What follows belongs to an exercise in optimizing a design on an open flow for small area and a short achievable clock period; a production flow would make more cautious choices. Where RTL was checked, it was by simulation tests only, not by an equivalence proof against the original. No activity file was given, so power comes from the tool's default toggle rates.

==> trial 5 <==
==> flow/design.v <==
module AluUnit (
   input    wire[0:32-1]  a,
   input    wire[0:32-1]  b,
   input    wire[0:7]               ac,
   output   wire[0:32-1]  r,
   output   wire                    c,
   output   wire                    n,
   output   wire                    z,
   output   wire                    err
   );
   wire[0:32-1] tmpA, tmpB, tAnd, tOr, tXor, tAdd, tmpR;
   wire tCout;
   AdderUnit #( .WIDTH( 32 )) U1 ( .a( tmpA ), .b( tmpB ), .inC( ac[0] ), .s( tAdd ), .outC( tCout )); 
   Mux_8_1  U2 (  .a0( 32'd0 ),
                  .a1( tmpA ),
                  .a2( tmpB ),
                  .a3( tAdd ),
                  .a4( 32'd0 ),
                  .a5( tAnd ),
                  .a6( tOr ),
                  .a7( tXor ),
                  .sel( ac[5:7] ), 
                  .enb( 1'b1 ),
                  .y( tmpR ));
   assign tmpA =  ( ac[3:4] == 2'b00 ) ? a :
                  ( ac[3:4] == 2'b01 ) ? { a[1:31], 1'b0 } :
                  ( ac[3:4] == 2'b10 ) ? { a[2:31], 2'b00 } :
                                         { a[3:31], 3'b000 };
   assign tmpB = ( ac[1] ? ( ~ b ) : ( b ));
   assign tAnd = tmpA & tmpB;
   assign tOr  = tmpA | tmpB;
   assign tXor = tmpA ^ tmpB;
   assign r    = ( ac[2] == 1'b1 ) ? ( ~ tmpR ) : ( tmpR );
   assign n    = r[0];
   assign z    = ( r == 32'd0 );
   assign c    = ( ac[5:7] == 3 ) ? tCout : 0;
   assign err  = 1'b0;  
endmodule
module AdderUnit #( 
   parameter WIDTH = 32
   ) ( 
   input    wire[0:WIDTH-1]   a, 
   input    wire[0:WIDTH-1]   b, 
   input    wire              inC,
   output   wire[0:WIDTH-1]   s,
   output   wire              outC
   );
   assign { outC, s } = a + b + inC;
endmodule
module Mux_8_1 #( 
   parameter WIDTH = 32
   ) (
   input  wire[0:WIDTH-1]  a0,
   input  wire[0:WIDTH-1]  a1,
   input  wire[0:WIDTH-1]  a2,
   input  wire[0:WIDTH-1]  a3,
   input  wire[0:WIDTH-1]  a4,
   input  wire[0:WIDTH-1]  a5,
   input  wire[0:WIDTH-1]  a6,
   input  wire[0:WIDTH-1]  a7,
   input  wire[0:2]        sel, 
   input  wire             enb,
   output reg[0:WIDTH-1]   y 
   );
   always @(*) begin
      if ( enb == 1'b0 ) begin
         y = 1'b0;
      end else begin
         y =   ( sel == 3'b000 ) ? a0 :
               ( sel == 3'b001 ) ? a1 :
               ( sel == 3'b010 ) ? a2 :
               ( sel == 3'b011 ) ? a3 :
               ( sel == 3'b100 ) ? a4 :
               ( sel == 3'b101 ) ? a5 :
               ( sel == 3'b110 ) ? a6 :
               ( sel == 3'b111 ) ? a7 :
               1'bX;
      end
   end
endmodule 
module Vcpu32Alu (
   input    wire                    clk,
   input    wire[0:32-1]  a,
   input    wire[0:32-1]  b,
   input    wire[0:7]               ac,
   output   reg[0:32-1]   r,
   output   reg                     c,
   output   reg                     n,
   output   reg                     z,
   output   reg                     err
   );
   reg[0:32-1]   regA, regB;
   reg[0:7]                regAc;
   wire[0:32-1]  wR;
   wire                    wC, wN, wZ, wErr;
   AluUnit U0 ( .a( regA ), .b( regB ), .ac( regAc ), .r( wR ), .c( wC ), .n( wN ), .z( wZ ), .err( wErr ));
   always @( posedge clk ) begin
      regA  <= a;
      regB  <= b;
      regAc <= ac;
      r     <= wR;
      c     <= wC;
      n     <= wN;
      z     <= wZ;
      err   <= wErr;
   end
endmodule
==> flow/run.sh <==
#!/bin/bash
# synth_recipe.tcl (not shown) runs the flow's synth.tcl, then flattens the netlist and writes it again
# the make line also repeats each setting of config.mk as NAME=value (left out here)
make -C /OpenROAD-flow-scripts/flow DESIGN_CONFIG=/design/flow/config.mk WORK_HOME=/design/flow/orfs CLKGATE_MAP_FILE= SYNTH_SCRIPT=/design/flow/synth_recipe.tcl finish
==> flow/config.mk <==
export PLATFORM = sky130hd
export DESIGN_NAME = Vcpu32Alu
export DESIGN_NICKNAME = Vcpu32Alu
export VERILOG_FILES = /design/flow/design.v
export SDC_FILE = /design/flow/constraint.sdc
export NUM_CORES = 4
export LEC_CHECK = 0
export CAP_MARGIN = 20
export CORE_MARGIN = 2
export CORE_UTILIZATION = 40
export SLEW_MARGIN = 20
==> flow/constraint.sdc <==
create_clock -name core_clock -period 5.5 [get_ports {clk}]
set_input_delay 1.1000 -clock core_clock [delete_from_list [all_inputs] [get_ports {clk}]]
set_output_delay 1.1000 -clock core_clock [all_outputs]
set_load 0.01 [all_outputs]
==> trial 62: changes against trial 5 <==
==> flow/design.v, changed modules only <==
module Vcpu32Alu #(
   parameter K = 8                         
   ) (
   input    wire          clk,
   input    wire[0:31]    a,
   input    wire[0:31]    b,
   input    wire[0:7]     ac,
   output   wire[0:31]    r,
   output   wire          c,
   output   wire          n,
   output   wire          z,
   output   wire          err
   );
   localparam NG = 32 / K;
   wire        cin   = ac[0];
   wire [31:0] tA    = a << ac[3:4];
   wire [31:0] tB    = ac[1] ? ~b : b;
   wire [2:0]  op    = ac[5:7];
   wire        isAdd = ( op == 3'd3 );
   reg  [31:0] tL;
   always @(*) begin
      case ( op )
         3'd1:    tL = tA;
         3'd2:    tL = tB;
         3'd5:    tL = tA & tB;
         3'd6:    tL = tA | tB;
         3'd7:    tL = tA ^ tB;
         default: tL = 32'd0;
      endcase
   end
   wire [31:0]   gSum;
   wire [NG-1:0] gCout;
   genvar j;
   generate
      for ( j = 0; j < NG; j = j + 1 ) begin : grp
         if ( j == 0 ) begin : g0
            assign { gCout[j], gSum[K-1:0] } = tA[K-1:0] + tB[K-1:0] + cin;
         end else begin : gn
            assign { gCout[j], gSum[K*j+K-1:K*j] } = tA[K*j+K-1:K*j] + tB[K*j+K-1:K*j];
         end
      end
   endgenerate
   reg [31:0]   s1X;
   reg [NG-1:0] s1G;
   reg          s1Inv;
   always @( posedge clk ) begin
      s1X   <= isAdd ? gSum : tL;
      s1G   <= isAdd ? gCout : { NG { 1'b0 }};
      s1Inv <= ac[2];
   end
   wire [32:0] gVec;
   generate
      for ( j = 0; j < NG; j = j + 1 ) begin : gv
         assign gVec[K*j+K] = s1G[j];
         assign gVec[K*j+K-1:K*j+1] = 0;
      end
   endgenerate
   assign gVec[0] = 1'b0;
   wire [32:0] sum = { 1'b0, s1X } + gVec;
   reg [31:0] s2R;
   reg        s2C;
   always @( posedge clk ) begin
      s2R <= sum[31:0] ^ { 32 { s1Inv }};
      s2C <= sum[32];
   end
   assign r   = s2R;
   assign c   = s2C;
   assign n   = s2R[31];
   assign z   = ( s2R == 32'd0 );
   assign err = 1'b0;
endmodule
// module AluUnit removed
// module AdderUnit removed
// module Mux_8_1 removed
SETUP_SLACK_MARGIN = 3.5   (was not set)
==> qor summary <==
item	trial 5	trial 62
Drt first-iter violations	654	465
Outcome	no timing/DRC/antenna violations	no timing/DRC/antenna violations
Critical path startpoint category	register	primary input
Post-cts gate resize count	0	384
Compound-cell area share of the yosys netlist	0.242	0.185
Sequential power	0.882 mW	0.688 mW
Length of routed wiring on met1	11.7 mm	9.33 mm
Inverters excl. clock	83	79
Min Tclk post-route	4.90 ns	2.93 ns
NonClk Buf Share	0.127	0.184
Total standard cell area after synthesis	0.00812 mm2	0.00659 mm2
Worst setup slack after placement	0.625 ns	1.34 ns
Fillers	1,940	1,355
Die width	146 um	132 um
Ratio of cells with drive above 1 in the final layout	0.0912	0.405
Non-Filler Cell Area, Final	0.00966 mm2	0.00996 mm2
Pin count of the biggest net entering global routing	50	33
Multi-input logic portion of the cell area	0.553	0.588
Capturing instance or port of the critical path	z	s1X[14]
Only the layout flow was run in trial 62; the RTL was not checked for function there.

========
==> job 5892 <==
Another version of the RTL of Vcpu32Alu (not shown whole).
export LEC_CHECK = 0
export CAP_MARGIN = 20
export CORE_MARGIN = 2
export CORE_UTILIZATION = 40
export CTS_BUF_LIST = sky130_fd_sc_hd__clkbuf_4 sky130_fd_sc_hd__clkbuf_8
export SETUP_SLACK_MARGIN = 3.0
export SLEW_MARGIN = 20
create_clock -name core_clock -period 5.5 [get_ports {clk}]
standard.sh (not shown) runs the stock make flow with config.mk's settings and CLKGATE_MAP_FILE= SYNTH_SCRIPT=/design/flow/synth_recipe.tcl, a recipe that flattens the netlist after the stock synthesis.
==> flow/flow/run.sh <==
#!/bin/bash
# Layout flow: the standard layout (standard.sh, the standard synthesis and ORFS steps unchanged),
# except that each input and output port is buffered with a plain sky130_fd_sc_hd__buf_N cell
# (PORT_BUF below) rather than the delay buffer that buffer_ports picks by default.
# The whole make output goes to standard_flow.log in the work folder; ORFS's per-step logs are
# under orfs/logs/.
set -euo pipefail
cd "$(dirname "${BASH_SOURCE[0]}")/.."
PORT_BUF=sky130_fd_sc_hd__buf_1
export BUFFER_PORTS_ARGS="-buffer_cell ${PORT_BUF}"
export RECOVER_POWER=${RECOVER_POWER:-100}
bash standard.sh finish > standard_flow.log 2>&1
==> job 1885: changes against job 5892 <==
--- a/flow/design.v
+++ b/flow/design.v
@@ -21,26 +21,20 @@
    wire selAnd = ( op == 3'd5 );
    wire selOr  = ( op == 3'd6 );
    wire selXor = ( op == 3'd7 );
    wire [31:0] tA = ( sh == 2'd0 ) ? A :
                     ( sh == 2'd1 ) ? { A[30:0], 1'b0 } :
                     ( sh == 2'd2 ) ? { A[29:0], 2'b00 } :
                                      { A[28:0], 3'b000 };
-   wire [3:0]  fT = { selA | selB | selAnd | selOr,          
-                      selA | isAdd | selOr | selXor,         
-                      selB | isAdd | selOr | selXor,         
-                      1'b0 };                                
-   wire [3:0]  uT = invB ? { fT[2], fT[3], fT[0], fT[1] } : fT;
-   wire        gP = isAdd & ~invB;                          
-   wire        gN = isAdd & invB;                           
-   wire [31:0] g  = tA & (( B & { 32 { gP }} ) | ( ~B & { 32 { gN }} ));
+   wire [31:0] tB = B ^ { 32 { invB }};
+   wire [31:0] g  = tA & tB & { 32 { isAdd }};
+   wire [31:0] p  = tA ^ tB;
    wire        cinA = cin & isAdd;
-   wire [31:0] tL = ( tA & B & { 32 { uT[3] }} ) | ( tA & ~B & { 32 { uT[2] }} ) | ( ~tA & B & { 32 { uT[1] }} ) |
-                    ( ~tA & ~B & { 32 { uT[0] }} );
-   wire [31:0] p  = tL;
+   wire [31:0] tL = ( { 32 { selA }} & tA ) | ( { 32 { selB }} & tB ) | ( { 32 { selAnd | selOr }} & tA & tB ) |
+                    ( { 32 { isAdd | selOr | selXor }} & p );
    wire s1c0_g0_1 = g[1] | ( p[1] & g[0] );
    wire s1c0_p0_1 = p[1] & p[0];
    wire sum_0 = tL[0] ^ cinA;
    wire sum_1 = tL[1] ^ ( g[0] | ( p[0] & cinA ));
    wire gco_0 = ( s1c0_g0_1 | ( s1c0_p0_1 & cinA ));
    wire s1c1_g0_1 = g[3] | ( p[3] & g[2] );
    wire s1c1_p0_1 = p[3] & p[2];
==> flow/run.sh (new file) <==
#!/bin/bash
# synth_recipe.tcl (not shown) runs the flow's synth.tcl, then flattens the netlist and writes it again
# the make line also repeats each setting of config.mk as NAME=value (left out here)
make -C /OpenROAD-flow-scripts/flow DESIGN_CONFIG=/design/flow/config.mk WORK_HOME=/design/flow/orfs CLKGATE_MAP_FILE= SYNTH_SCRIPT=/design/flow/synth_recipe.tcl finish
==> flow/config.mk (replaced) <==
export PLATFORM = sky130hd
export DESIGN_NAME = Vcpu32Alu
export DESIGN_NICKNAME = Vcpu32Alu
export VERILOG_FILES = /design/flow/design.v
export SDC_FILE = /design/flow/constraint.sdc
export NUM_CORES = 4
export LEC_CHECK = 0
export CAP_MARGIN = 20
export CORE_MARGIN = 2
export CORE_UTILIZATION = 40
export SETUP_SLACK_MARGIN = 2.5
export SLEW_MARGIN = 20
removed: flow/flow/run.sh
removed: flow/standard.sh
==> job 895: changes against job 5892 <==
--- a/flow/flow/run.sh
+++ b/flow/flow/run.sh
@@ -4,9 +4,8 @@
 # (PORT_BUF below) rather than the delay buffer that buffer_ports picks by default.
 # The whole make output goes to standard_flow.log in the work folder; ORFS's per-step logs are
 # under orfs/logs/.
 set -euo pipefail
 cd "$(dirname "${BASH_SOURCE[0]}")/.."
 PORT_BUF=sky130_fd_sc_hd__buf_1
 export BUFFER_PORTS_ARGS="-buffer_cell ${PORT_BUF}"
-export RECOVER_POWER=${RECOVER_POWER:-100}
 bash standard.sh finish > standard_flow.log 2>&1
==> flow/config.mk (replaced) <==
export PLATFORM = sky130hd
export DESIGN_NAME = Vcpu32Alu
export DESIGN_NICKNAME = Vcpu32Alu
export VERILOG_FILES = /design/flow/design.v
export SDC_FILE = /design/flow/constraint.sdc
export NUM_CORES = 4
export LEC_CHECK = 0
export CAP_MARGIN = 20
export CORE_MARGIN = 2
export CORE_UTILIZATION = 65
export CTS_BUF_LIST = sky130_fd_sc_hd__clkbuf_4 sky130_fd_sc_hd__clkbuf_8
export SETUP_SLACK_MARGIN = 3.0
export SLEW_MARGIN = 20
==> job 5184: changes against job 5892 <==
--- a/flow/design.v
+++ b/flow/design.v
@@ -1,17 +1,13 @@
-module Vcpu32Alu (
-   input    wire          clk,
+module AluStage1 (
    input    wire[0:31]    a,
    input    wire[0:31]    b,
    input    wire[0:7]     ac,
-   output   wire[0:31]    r,
-   output   wire          c,
-   output   wire          n,
-   output   wire          z,
-   output   wire          err
+   output   wire[31:0]    gSum,
+   output   wire[15:0]    gCo
    );
    wire [31:0] A   = a;
    wire [31:0] B   = b;
    wire        cin = ac[0];
    wire        invB = ac[1];
    wire [1:0]  sh  = ac[3:4];
    wire [2:0]  op  = ac[5:7];
@@ -113,24 +109,24 @@
    wire sum_29 = tL[29] ^ g[28];
    wire gco_14 = s1c14_g0_1;
    wire s1c15_g0_1 = g[31] | ( p[31] & g[30] );
    wire s1c15_p0_1 = p[31] & p[30];
    wire sum_30 = tL[30];
    wire sum_31 = tL[31] ^ g[30];
    wire gco_15 = s1c15_g0_1;
-   wire [31:0] gSum = { sum_31, sum_30, sum_29, sum_28, sum_27, sum_26, sum_25, sum_24, sum_23, sum_22, sum_21, sum_20, sum_19, sum_18, sum_17, sum_16, sum_15, sum_14, sum_13, sum_12, sum_11, sum_10, sum_9, sum_8, sum_7, sum_6, sum_5, sum_4, sum_3, sum_2, sum_1, sum_0 };
-   wire [15:0] gCo = { gco_15, gco_14, gco_13, gco_12, gco_11, gco_10, gco_9, gco_8, gco_7, gco_6, gco_5, gco_4, gco_3, gco_2, gco_1, gco_0 };
-   reg [31:0]   s1X;
-   reg [15:0]   s1G;
-   reg          s1Inv;
-   always @( posedge clk ) begin
-      s1X   <= gSum;
-      s1G   <= gCo;
-      s1Inv <= ac[2];
-   end
+   assign gSum = { sum_31, sum_30, sum_29, sum_28, sum_27, sum_26, sum_25, sum_24, sum_23, sum_22, sum_21, sum_20, sum_19, sum_18, sum_17, sum_16, sum_15, sum_14, sum_13, sum_12, sum_11, sum_10, sum_9, sum_8, sum_7, sum_6, sum_5, sum_4, sum_3, sum_2, sum_1, sum_0 };
+   assign gCo = { gco_15, gco_14, gco_13, gco_12, gco_11, gco_10, gco_9, gco_8, gco_7, gco_6, gco_5, gco_4, gco_3, gco_2, gco_1, gco_0 };
+endmodule
+module AluStage2 (
+   input    wire[31:0]    s1X,
+   input    wire[15:0]    s1G,
+   input    wire          s1Inv,
+   output   wire[31:0]    rOut,
+   output   wire          rCo
+   );
    wire gP_0 = &s1X[1:0];
    wire gP_1 = &s1X[3:2];
    wire gP_2 = &s1X[5:4];
    wire gP_3 = &s1X[7:6];
    wire gP_4 = &s1X[9:8];
    wire gP_5 = &s1X[11:10];
    wire gP_6 = &s1X[13:12];
@@ -236,19 +232,46 @@
    wire rs_26 = s1X[26] ^ ( s2c_g3_12 );
    wire rs_27 = s1X[27] ^ ( s2c_g3_12 & ( &s1X[26:26] ) );
    wire rs_28 = s1X[28] ^ ( s2c_g3_13 );
    wire rs_29 = s1X[29] ^ ( s2c_g3_13 & ( &s1X[28:28] ) );
    wire rs_30 = s1X[30] ^ ( s2c_g3_14 );
    wire rs_31 = s1X[31] ^ ( s2c_g3_14 & ( &s1X[30:30] ) );
    wire [31:0] rSum = { rs_31, rs_30, rs_29, rs_28, rs_27, rs_26, rs_25, rs_24, rs_23, rs_22, rs_21, rs_20, rs_19, rs_18, rs_17, rs_16, rs_15, rs_14, rs_13, rs_12, rs_11, rs_10, rs_9, rs_8, rs_7, rs_6, rs_5, rs_4, rs_3, rs_2, rs_1, rs_0 };
-   wire rCo = s2c_g3_15;
+   assign rCo = s2c_g3_15;
+   assign rOut = rSum ^ { 32 { s1Inv }};
+endmodule
+module Vcpu32Alu (
+   input    wire          clk,
+   input    wire[0:31]    a,
+   input    wire[0:31]    b,
+   input    wire[0:7]     ac,
+   output   wire[0:31]    r,
+   output   wire          c,
+   output   wire          n,
+   output   wire          z,
+   output   wire          err
+   );
+   wire [31:0]   gSum;
+   wire [15:0]   gCo;
+   wire [31:0]   rOut;
+   wire          rCo;
+   AluStage1 U1 ( .a( a ), .b( b ), .ac( ac ), .gSum( gSum ), .gCo( gCo ));
+   reg [31:0]   s1X;
+   reg [15:0]   s1G;
+   reg          s1Inv;
+   always @( posedge clk ) begin
+      s1X   <= gSum;
+      s1G   <= gCo;
+      s1Inv <= ac[2];
+   end
+   AluStage2 U2 ( .s1X( s1X ), .s1G( s1G ), .s1Inv( s1Inv ), .rOut( rOut ), .rCo( rCo ));
    reg [31:0] s2R;
    reg        s2C;
    always @( posedge clk ) begin
-      s2R <= rSum ^ { 32 { s1Inv }};
+      s2R <= rOut;
       s2C <= rCo;
    end
    assign r   = s2R;
    assign c   = s2C;
    assign n   = s2R[31];
    assign z   = ( s2R == 32'd0 );
    assign err = 1'b0;
--- a/flow/flow/run.sh
+++ b/flow/flow/run.sh
@@ -4,9 +4,8 @@
 # (PORT_BUF below) rather than the delay buffer that buffer_ports picks by default.
 # The whole make output goes to standard_flow.log in the work folder; ORFS's per-step logs are
 # under orfs/logs/.
 set -euo pipefail
 cd "$(dirname "${BASH_SOURCE[0]}")/.."
 PORT_BUF=sky130_fd_sc_hd__buf_1
 export BUFFER_PORTS_ARGS="-buffer_cell ${PORT_BUF}"
-export RECOVER_POWER=${RECOVER_POWER:-100}
 bash standard.sh finish > standard_flow.log 2>&1
--- a/flow/config.mk
+++ b/flow/config.mk
@@ -5,9 +5,10 @@
 export SDC_FILE = /design/flow/constraint.sdc
 export NUM_CORES = 4
 export LEC_CHECK = 0
 export CAP_MARGIN = 20
 export CORE_MARGIN = 2
 export CORE_UTILIZATION = 40
 export CTS_BUF_LIST = sky130_fd_sc_hd__clkbuf_4 sky130_fd_sc_hd__clkbuf_8
-export SETUP_SLACK_MARGIN = 3.0
+export SETUP_SLACK_MARGIN = 2.5
 export SLEW_MARGIN = 20
+export SYNTH_HIERARCHICAL = 1
==> notes.md <==
	job 5184	job 5892	job 895	job 1885
Post-synthesis share of cell area spent on and, or, nand and nor gates	12.8%	10.2%	10.2%	12.8%
Arithmetic-cell share of the synthesized area counting full adders, half adders and majority gates	7.50%	8.06%	8.06%	10.5%
Capturing instance or port of the critical path	s1X[23]$_DFF_P_	s1X[1]$_DFF_P_	z	s1X[0]$_DFF_P_
Int Pwr	1.12 mW	1.14 mW	1.12 mW	1.43 mW
HPWL after detailed placement	9440 um	8710 um	7820 um	11,000 um
Syn Std Cell Area	0.00534 mm2	0.00497 mm2	0.00497 mm2	0.00558 mm2
Fraction of area in multi-input gates	56.8%	55.9%	56.5%	52.0%
Largest fanout of any net on the critical path	36	36	2	4
Largest net degree at the start of global routing	37	37	37	38
Status	complete, no violations	failed layout checks	complete, no violations	complete, no violations
Violated checks	-	capacitance limit, slew limit	-	-
Worst setup slack after layout	2.64 ns	1.85 ns	3.03 ns	2.61 ns
Ratio of cells with drive above 1 in the final layout	10.8%	10.8%	12.1%	10.3%
Power of the sequential group	0.774 mW	0.788 mW	0.778 mW	0.783 mW
Only the layout flow was run in job 5184; the RTL was not checked for function there.

[port drivers added, routing unchanged]
Ports are ideal in the flow. The routed layouts listed here were re-timed in OpenROAD. Step 1 sets driving cells, clkbuf_16 on the clock port and buf_2 on the other inputs (assumed; they add their load-dependent delay and slew). Step 2 moves the port delays by t, midway between the first and last clock arrival at a register: inputs arrive t later, outputs are due t later. That takes back most of the time a late clock gives input paths. Three values: no drivers, after step 1, after step 2; two values: the first two.
| run | shift t [ns] | setup slack, ns | hold slack, ns | worst setup path at the end | worst register clock-pin slew, ns |
|---|---|---|---|---|---|
| trial 5 | 0.408 | 0.596 / 0.596 / 0.596 | 0.858 / 0.858 / 0.858 | register to register | 0.08 / 0.08 |
| trial 62 | 0.355 | 2.572 / 2.489 / 2.133 | 0.417 / 0.417 / 0.417 | input to register | 0.05 / 0.05 |
| job 5892 | 0.366 | 1.846 / 1.846 / 1.480 | 0.416 / 0.416 / 0.416 | input to register | 0.08 / 0.08 |
| job 1885 | 0.362 | 2.607 / 2.602 / 2.249 | 0.426 / 0.426 / 0.426 | input to register | 0.06 / 0.06 |
| job 895 | 0.376 | 3.029 / 3.004 / 2.718 | 0.419 / 0.419 / 0.419 | input to register | 0.09 / 0.09 |
| job 5184 | 0.371 | 2.640 / 2.646 / 2.275 | 0.431 / 0.431 / 0.431 | input to register | 0.09 / 0.09 |
For trial 62, which loses most, drivers alone change the setup slack by -0.083 ns; drivers and shift together by -0.439 ns.
